Background: an optimization exercise with open tools, aiming at small area. Do not read the settings as production practice. Function was checked by simulation only, so behaviour that the tests miss may differ from the original. No activity file was given, so power comes from the tool's default toggle rates.

==> flow/design.v (excerpt) <==
module systolic_pe_array(clk,rst,load_wght,ifmap0,ifmap1,ifmap2,ifmap3,ifmap4,ifmap5,ifmap6,ifmap7,wght0,wght1,wght2,wght3,wght4,wght5,wght6,wght7,sum_in0,sum_in1,sum_in2,sum_in3,sum_in4,sum_in5,sum_in6,sum_in7,accum0,accum1,accum2,accum3,accum4,accum5,accum6,accum7);
Settings: LEC_CHECK=0, CAP_MARGIN=20, CORE_MARGIN=2, CORE_UTILIZATION=65, CTS_BUF_LIST=sky130_fd_sc_hd__clkbuf_16, CTS_CLUSTER_DIAMETER=80, CTS_CLUSTER_SIZE=30, GPL_TIMING_DRIVEN=0, SLEW_MARGIN=20; clock period 5.5 ns.
standard.sh (not shown) runs the stock make flow with config.mk's settings and CLKGATE_MAP_FILE= SYNTH_SCRIPT=/design/flow/synth_recipe.tcl, a recipe that flattens the netlist after the stock synthesis.
==> flow/flow/run.sh <==
#!/bin/bash
set -euo pipefail
W=$PWD
export MY_FLOW_DIR=$W/flow
grep -q 'SYNTH_SCRIPT=' standard.sh
sed -e "s#SYNTH_SCRIPT=[^ ]*#SYNTH_SCRIPT=$W/flow/synth.tcl ADDER_MAP_FILE= 'BUFFER_PORTS_ARGS=-buffer_cell sky130_fd_sc_hd__buf_1' 'CTS_ARGS=-sink_clustering_enable -repair_clock_nets -dont_use_dummy_load -sink_clustering_size 30 -sink_clustering_max_diameter 80 -buf_list sky130_fd_sc_hd__clkbuf_16'#" standard.sh > my_standard.sh
bash my_standard.sh "$@" > flow_make.log 2>&1
Other scripts of this flow, unchanged in this note and not shown: flow/flow/cells_map.v, flow/flow/synth.tcl
The baseline finished with timing, DRC and antenna clean.
==> next run, changes <==
CAP_MARGIN = 10   (was 20)
SLEW_MARGIN = 10   (was 20)
=> Worst setup slack degrades by 0.0087 ns. Final area stays flat. Cell count stays flat. Routed wire length is about the same. Power barely changes.

========
== onyx ==
Another version of the RTL of systolic_pe_array (not shown whole).
Size: about 3,400 flip-flops, roughly 390 I/O pins.
// systolic_pe_array
module systolic_pe_array(clk,rst,load_wght,ifmap0,ifmap1,ifmap2,ifmap3,ifmap4,ifmap5,ifmap6,ifmap7,wght0,wght1,wght2,wght3,wght4,wght5,wght6,wght7,sum_in0,sum_in1,sum_in2,sum_in3,sum_in4,sum_in5,sum_in6,sum_in7,accum0,accum1,accum2,accum3,accum4,accum5,accum6,accum7);
input clk, rst, load_wght;
input [7:0] ifmap0, ifmap1, ifmap2, ifmap3, ifmap4, ifmap5, ifmap6, ifmap7;
input [7:0] wght0, wght1, wght2, wght3, wght4, wght5, wght6, wght7;
input [15:0] sum_in0, sum_in1, sum_in2, sum_in3, sum_in4, sum_in5, sum_in6, sum_in7;
output [15:0] accum0, accum1, accum2, accum3, accum4, accum5, accum6, accum7;
reg [4:0] cnt;
always @(posedge clk or posedge rst)
    if (rst) cnt <= 5'd0;
    else if (!cnt[4]) cnt <= cnt + 5'd1;
wire vld = cnt[4];
wire vld0 = cnt[4] | (&cnt[3:0]);
reg [7:0] w0_0, w0_1, w0_2, w0_3, w0_4, w0_5, w0_6, w0_7;
reg [7:0] w1_0, w1_1, w1_2, w1_3, w1_4, w1_5, w1_6, w1_7;
reg [7:0] w2_0, w2_1, w2_2, w2_3, w2_4, w2_5, w2_6, w2_7;
reg [7:0] w3_0, w3_1, w3_2, w3_3, w3_4, w3_5, w3_6, w3_7;
reg [7:0] w4_0, w4_1, w4_2, w4_3, w4_4, w4_5, w4_6, w4_7;
reg [7:0] w5_0, w5_1, w5_2, w5_3, w5_4, w5_5, w5_6, w5_7;
reg [7:0] w6_0, w6_1, w6_2, w6_3, w6_4, w6_5, w6_6, w6_7;
reg [7:0] w7_0, w7_1, w7_2, w7_3, w7_4, w7_5, w7_6, w7_7;
always @(posedge clk)
    if (rst) begin
        w0_0 <= 8'd0; w0_1 <= 8'd0; w0_2 <= 8'd0; w0_3 <= 8'd0; w0_4 <= 8'd0; w0_5 <= 8'd0; w0_6 <= 8'd0; w0_7 <= 8'd0;
        w1_0 <= 8'd0; w1_1 <= 8'd0; w1_2 <= 8'd0; w1_3 <= 8'd0; w1_4 <= 8'd0; w1_5 <= 8'd0; w1_6 <= 8'd0; w1_7 <= 8'd0;
        w2_0 <= 8'd0; w2_1 <= 8'd0; w2_2 <= 8'd0; w2_3 <= 8'd0; w2_4 <= 8'd0; w2_5 <= 8'd0; w2_6 <= 8'd0; w2_7 <= 8'd0;
        w3_0 <= 8'd0; w3_1 <= 8'd0; w3_2 <= 8'd0; w3_3 <= 8'd0; w3_4 <= 8'd0; w3_5 <= 8'd0; w3_6 <= 8'd0; w3_7 <= 8'd0;
        w4_0 <= 8'd0; w4_1 <= 8'd0; w4_2 <= 8'd0; w4_3 <= 8'd0; w4_4 <= 8'd0; w4_5 <= 8'd0; w4_6 <= 8'd0; w4_7 <= 8'd0;
        w5_0 <= 8'd0; w5_1 <= 8'd0; w5_2 <= 8'd0; w5_3 <= 8'd0; w5_4 <= 8'd0; w5_5 <= 8'd0; w5_6 <= 8'd0; w5_7 <= 8'd0;
        w6_0 <= 8'd0; w6_1 <= 8'd0; w6_2 <= 8'd0; w6_3 <= 8'd0; w6_4 <= 8'd0; w6_5 <= 8'd0; w6_6 <= 8'd0; w6_7 <= 8'd0;
  ...
export LEC_CHECK = 0
export CAP_MARGIN = 20
export CORE_MARGIN = 2
export CORE_UTILIZATION = 55
export CTS_BUF_LIST = sky130_fd_sc_hd__clkbuf_16
export CTS_CLUSTER_DIAMETER = 80
export CTS_CLUSTER_SIZE = 30
export GPL_TIMING_DRIVEN = 0
export SLEW_MARGIN = 20
create_clock -name core_clock -period 5.5 [get_ports {clk}]
==> flow/flow/cells_map.v <==
// Maps the design's adder cells onto the library's adder cells.
module fa_cell(a, b, c, s, co);
input a, b, c;
output s, co;
sky130_fd_sc_hd__fa_1 _TECHMAP_REPLACE_ (.A(a), .B(b), .CIN(c), .SUM(s), .COUT(co));
endmodule

module ha_cell(a, b, s, co);
input a, b;
output s, co;
sky130_fd_sc_hd__ha_1 _TECHMAP_REPLACE_ (.A(a), .B(b), .SUM(s), .COUT(co));
endmodule

module bpp_n(one, two, a, b, neg, y);
input one, two, a, b, neg;
output y;
wire mn;
sky130_fd_sc_hd__a22oi_1 g0 (.A1(one), .A2(a), .B1(two), .B2(b), .Y(mn));
sky130_fd_sc_hd__xor2_1 g1 (.A(mn), .B(neg), .X(y));
endmodule

module bpp_p(one, two, a, b, neg, y);
input one, two, a, b, neg;
output y;
wire mn;
sky130_fd_sc_hd__a22oi_1 g0 (.A1(one), .A2(a), .B1(two), .B2(b), .Y(mn));
sky130_fd_sc_hd__xnor2_1 g1 (.A(mn), .B(neg), .Y(y));
endmodule

module bpp0_n(one, a, neg, y);
input one, a, neg;
output y;
wire mn;
sky130_fd_sc_hd__nand2_1 g0 (.A(one), .B(a), .Y(mn));
sky130_fd_sc_hd__xor2_1 g1 (.A(mn), .B(neg), .X(y));
endmodule

module bpp8_p(one, two, a, neg, y);
input one, two, a, neg;
output y;
wire mn;
sky130_fd_sc_hd__o21ai_1 g0 (.A1(one), .A2(two), .B1(a), .Y(mn));
sky130_fd_sc_hd__xnor2_1 g1 (.A(mn), .B(neg), .Y(y));
endmodule
==> flow/flow/synth.tcl <==
# The standard synthesis (synth_recipe.tcl), except:
#  - before the first synth call, the design's fa_cell/ha_cell instances become the library's
#    full/half adder cells (cells_map.v), so the adder trees keep the structure the RTL gives;
#  - synth's fine step skips its generic "abc -fast".
# Registers are untouched, so they keep the standard synthesis's names and cell types.
set ::my_mapped 0
proc synth {args} {
  if {!$::my_mapped} {
    set ::my_mapped 1
    yosys techmap -map $::env(MY_FLOW_DIR)/cells_map.v
    yosys hierarchy -top $::env(DESIGN_NAME)
  }
  if {[lsearch -exact $args "fine:"] >= 0} {
    yosys synth -nofsm -noshare -noabc {*}$args
  } else {
    yosys synth -nofsm -noshare {*}$args
  }
}
source $::env(SCRIPTS_DIR)/synth.tcl
# left out here: clear keep_hierarchy, flatten, clean up, hide names made inside functions, write 1_2_yosys.v
Scripts as last shown in full above: flow/flow/run.sh
Modified inputs, juniper compared to onyx
# onyx
export LEC_CHECK = 0
export CAP_MARGIN = 20
export CORE_MARGIN = 2
export CORE_UTILIZATION = 55
export CTS_BUF_LIST = sky130_fd_sc_hd__clkbuf_16
export CTS_CLUSTER_DIAMETER = 80
export CTS_CLUSTER_SIZE = 30
export GPL_TIMING_DRIVEN = 0
export SLEW_MARGIN = 20
create_clock -name core_clock -period 5.5 [get_ports {clk}]
# juniper
export LEC_CHECK = 0
export CAP_MARGIN = 20
export CORE_MARGIN = 2
export CORE_UTILIZATION = 55
export CTS_BUF_LIST = sky130_fd_sc_hd__clkbuf_8
export CTS_CLUSTER_DIAMETER = 50
export CTS_CLUSTER_SIZE = 18
export SLEW_MARGIN = 20
create_clock -name core_clock -period 5.5 [get_ports {clk}]
==> flow/flow/run.sh <==
#!/bin/bash
set -euo pipefail
W=$PWD
export MY_FLOW_DIR=$W/flow
grep -q 'SYNTH_SCRIPT=' standard.sh
sed -e "s#SYNTH_SCRIPT=[^ ]*#SYNTH_SCRIPT=$W/flow/synth.tcl ADDER_MAP_FILE= 'BUFFER_PORTS_ARGS=-buffer_cell sky130_fd_sc_hd__buf_1'#" standard.sh > my_standard.sh
bash my_standard.sh "$@" > flow_make.log 2>&1
Taking onyx as the reference, in juniper sequential cell area about even, antenna cell count rose 3, wire length after detailed routing went up by 0.52%.
> inputs changed (juniper -> fjord)
# juniper
export LEC_CHECK = 0
export CAP_MARGIN = 20
export CORE_MARGIN = 2
export CORE_UTILIZATION = 55
export CTS_BUF_LIST = sky130_fd_sc_hd__clkbuf_8
export CTS_CLUSTER_DIAMETER = 50
export CTS_CLUSTER_SIZE = 18
export SLEW_MARGIN = 20
create_clock -name core_clock -period 5.5 [get_ports {clk}]
# fjord
export LEC_CHECK = 0
export CAP_MARGIN = 20
export CORE_MARGIN = 2
export CORE_UTILIZATION = 65
export CTS_BUF_LIST = sky130_fd_sc_hd__clkbuf_16
export CTS_CLUSTER_DIAMETER = 80
export CTS_CLUSTER_SIZE = 30
export GPL_TIMING_DRIVEN = 0
export SLEW_MARGIN = 20
create_clock -name core_clock -period 5.5 [get_ports {clk}]
==> flow/flow/run.sh <==
#!/bin/bash
set -euo pipefail
W=$PWD
export MY_FLOW_DIR=$W/flow
grep -q 'SYNTH_SCRIPT=' standard.sh
sed -e "s#SYNTH_SCRIPT=[^ ]*#SYNTH_SCRIPT=$W/flow/synth.tcl ADDER_MAP_FILE= 'BUFFER_PORTS_ARGS=-buffer_cell sky130_fd_sc_hd__buf_1' 'CTS_ARGS=-sink_clustering_enable -repair_clock_nets -dont_use_dummy_load -sink_clustering_size 30 -sink_clustering_max_diameter 80 -buf_list sky130_fd_sc_hd__clkbuf_16'#" standard.sh > my_standard.sh
bash my_standard.sh "$@" > flow_make.log 2>&1
==> comparison <==
- Of the two values seen for capture point of the worst path, p5_5[15] was produced by fjord and p2_3[15] by juniper.
- Of juniper and fjord, the higher share of cell area taken by multi-input logic gates belongs to fjord.
- Changes observed in fjord relative to juniper: post-synthesis simple-gate area fraction held, proportion of power drawn by combinational gates went up.
- fjord against juniper: first-pass GRT wire length fell by 2.2%, clock latency on the worst-skew pair fell by 0.19 ns, worst setup margin fell by 0.11 ns, global-route usage rose by 3.9 points, fraction of power consumed by sequential logic rose by 2.4 points.
- Floorplan core area (fjord vs. juniper) decreases by more than 10%
The following lists how raven was set up differently from fjord:
# fjord
export LEC_CHECK = 0
export CAP_MARGIN = 20
export CORE_MARGIN = 2
export CORE_UTILIZATION = 65
export CTS_BUF_LIST = sky130_fd_sc_hd__clkbuf_16
export CTS_CLUSTER_DIAMETER = 80
export CTS_CLUSTER_SIZE = 30
export GPL_TIMING_DRIVEN = 0
export SLEW_MARGIN = 20
create_clock -name core_clock -period 5.5 [get_ports {clk}]
# raven
export LEC_CHECK = 0
export CAP_MARGIN = 20
export CORE_MARGIN = 2
export CORE_UTILIZATION = 55
export CTS_BUF_LIST = sky130_fd_sc_hd__clkbuf_16
export CTS_CLUSTER_DIAMETER = 80
export CTS_CLUSTER_SIZE = 30
export SLEW_MARGIN = 20
create_clock -name core_clock -period 5.5 [get_ports {clk}]
==> flow/flow/run.sh <==
#!/bin/bash
set -euo pipefail
W=$PWD
export MY_FLOW_DIR=$W/flow
grep -q 'SYNTH_SCRIPT=' standard.sh
sed -e "s#SYNTH_SCRIPT=[^ ]*#SYNTH_SCRIPT=$W/flow/synth.tcl ADDER_MAP_FILE= 'BUFFER_PORTS_ARGS=-buffer_cell sky130_fd_sc_hd__buf_1'#" standard.sh > my_standard.sh
bash my_standard.sh "$@" > flow_make.log 2>&1
Findings:
No stage failed in raven, and the final checks on the layout all came back clean.
raven ended up with a higher number of stages on the worst setup path than fjord did.
Compared to fjord, raven shows a wider setup margin.
When the final numbers for fjord and raven were put side by side, the number of filler cells placed in the layout turned out to be smaller in fjord.
Comparing clock-buffer cell count for fjord and raven, the smaller number came from fjord.
From fjord to raven the numbers moved as follows: share of final-layout standard cells stronger than drive strength 1 rose by 3.7 points, global-route wire length before repair rose by about 1.3%, combinational share of power fell by 1.3 points, sequential cell power stayed essentially flat.
fjord reports its critical path launch point as x5_11[5] while raven reports x3_6[2].
Number of buffers outside the clock class in the layout was lower in fjord than in raven.
In the metrics for fjord and raven, the one carrying the higher layout-stage area growth over the synthesis result is raven.

-- static timing again, ports no longer ideal --
How much do the figures lean on ideal ports? The routed layouts below were timed once more, with nothing changed but the port constraints. Step 1 (the two cells are an assumption about what drives the block):
set clk [get_ports {clk}]
set_driving_cell -lib_cell sky130_fd_sc_hd__clkbuf_16 $clk
set_driving_cell -lib_cell sky130_fd_sc_hd__buf_2 [delete_from_list [all_inputs] $clk]
Step 2 also shifts input and output timing later by t, the mid clock arrival at the registers, as if the neighbouring blocks saw the same clock. Slacks: ideal ports / drivers / drivers and shift; pairs: ideal ports / drivers.
run | t, ns | setup slack, ns | hold slack, ns | slew at the worst register clock pin (ns) | worst slew at a driven data input, ns
the first run of note 1 | 0.932 | 0.172 / 0.172 / -0.552 | 0.295 / 0.222 / 0.295 | 0.11 / 0.11 | 0.05
the second run of note 1 | 0.931 | 0.163 / 0.163 / -0.627 | 0.292 / 0.219 / 0.292 | 0.11 / 0.11 | 0.05
onyx | 0.972 | 0.194 / 0.194 / 0.194 | 0.253 / 0.188 / 0.253 | 0.11 / 0.11 | 0.12
juniper | 1.185 | 0.278 / 0.278 / 0.278 | 0.118 / 0.039 / 0.303 | 0.10 / 0.10 | 0.07
fjord | 0.964 | 0.166 / 0.166 / 0.166 | 0.295 / 0.217 / 0.299 | 0.11 / 0.11 | 0.13
raven | 0.990 | 0.313 / 0.313 / 0.313 | 0.267 / 0.189 / 0.313 | 0.11 / 0.11 | 0.07
Met with ideal ports but missed after step 2: setup timing in the first run of note 1 and the second run of note 1. For the second run of note 1, which loses most, drivers alone change the setup slack by 0.000 ns; drivers and shift together by -0.790 ns.
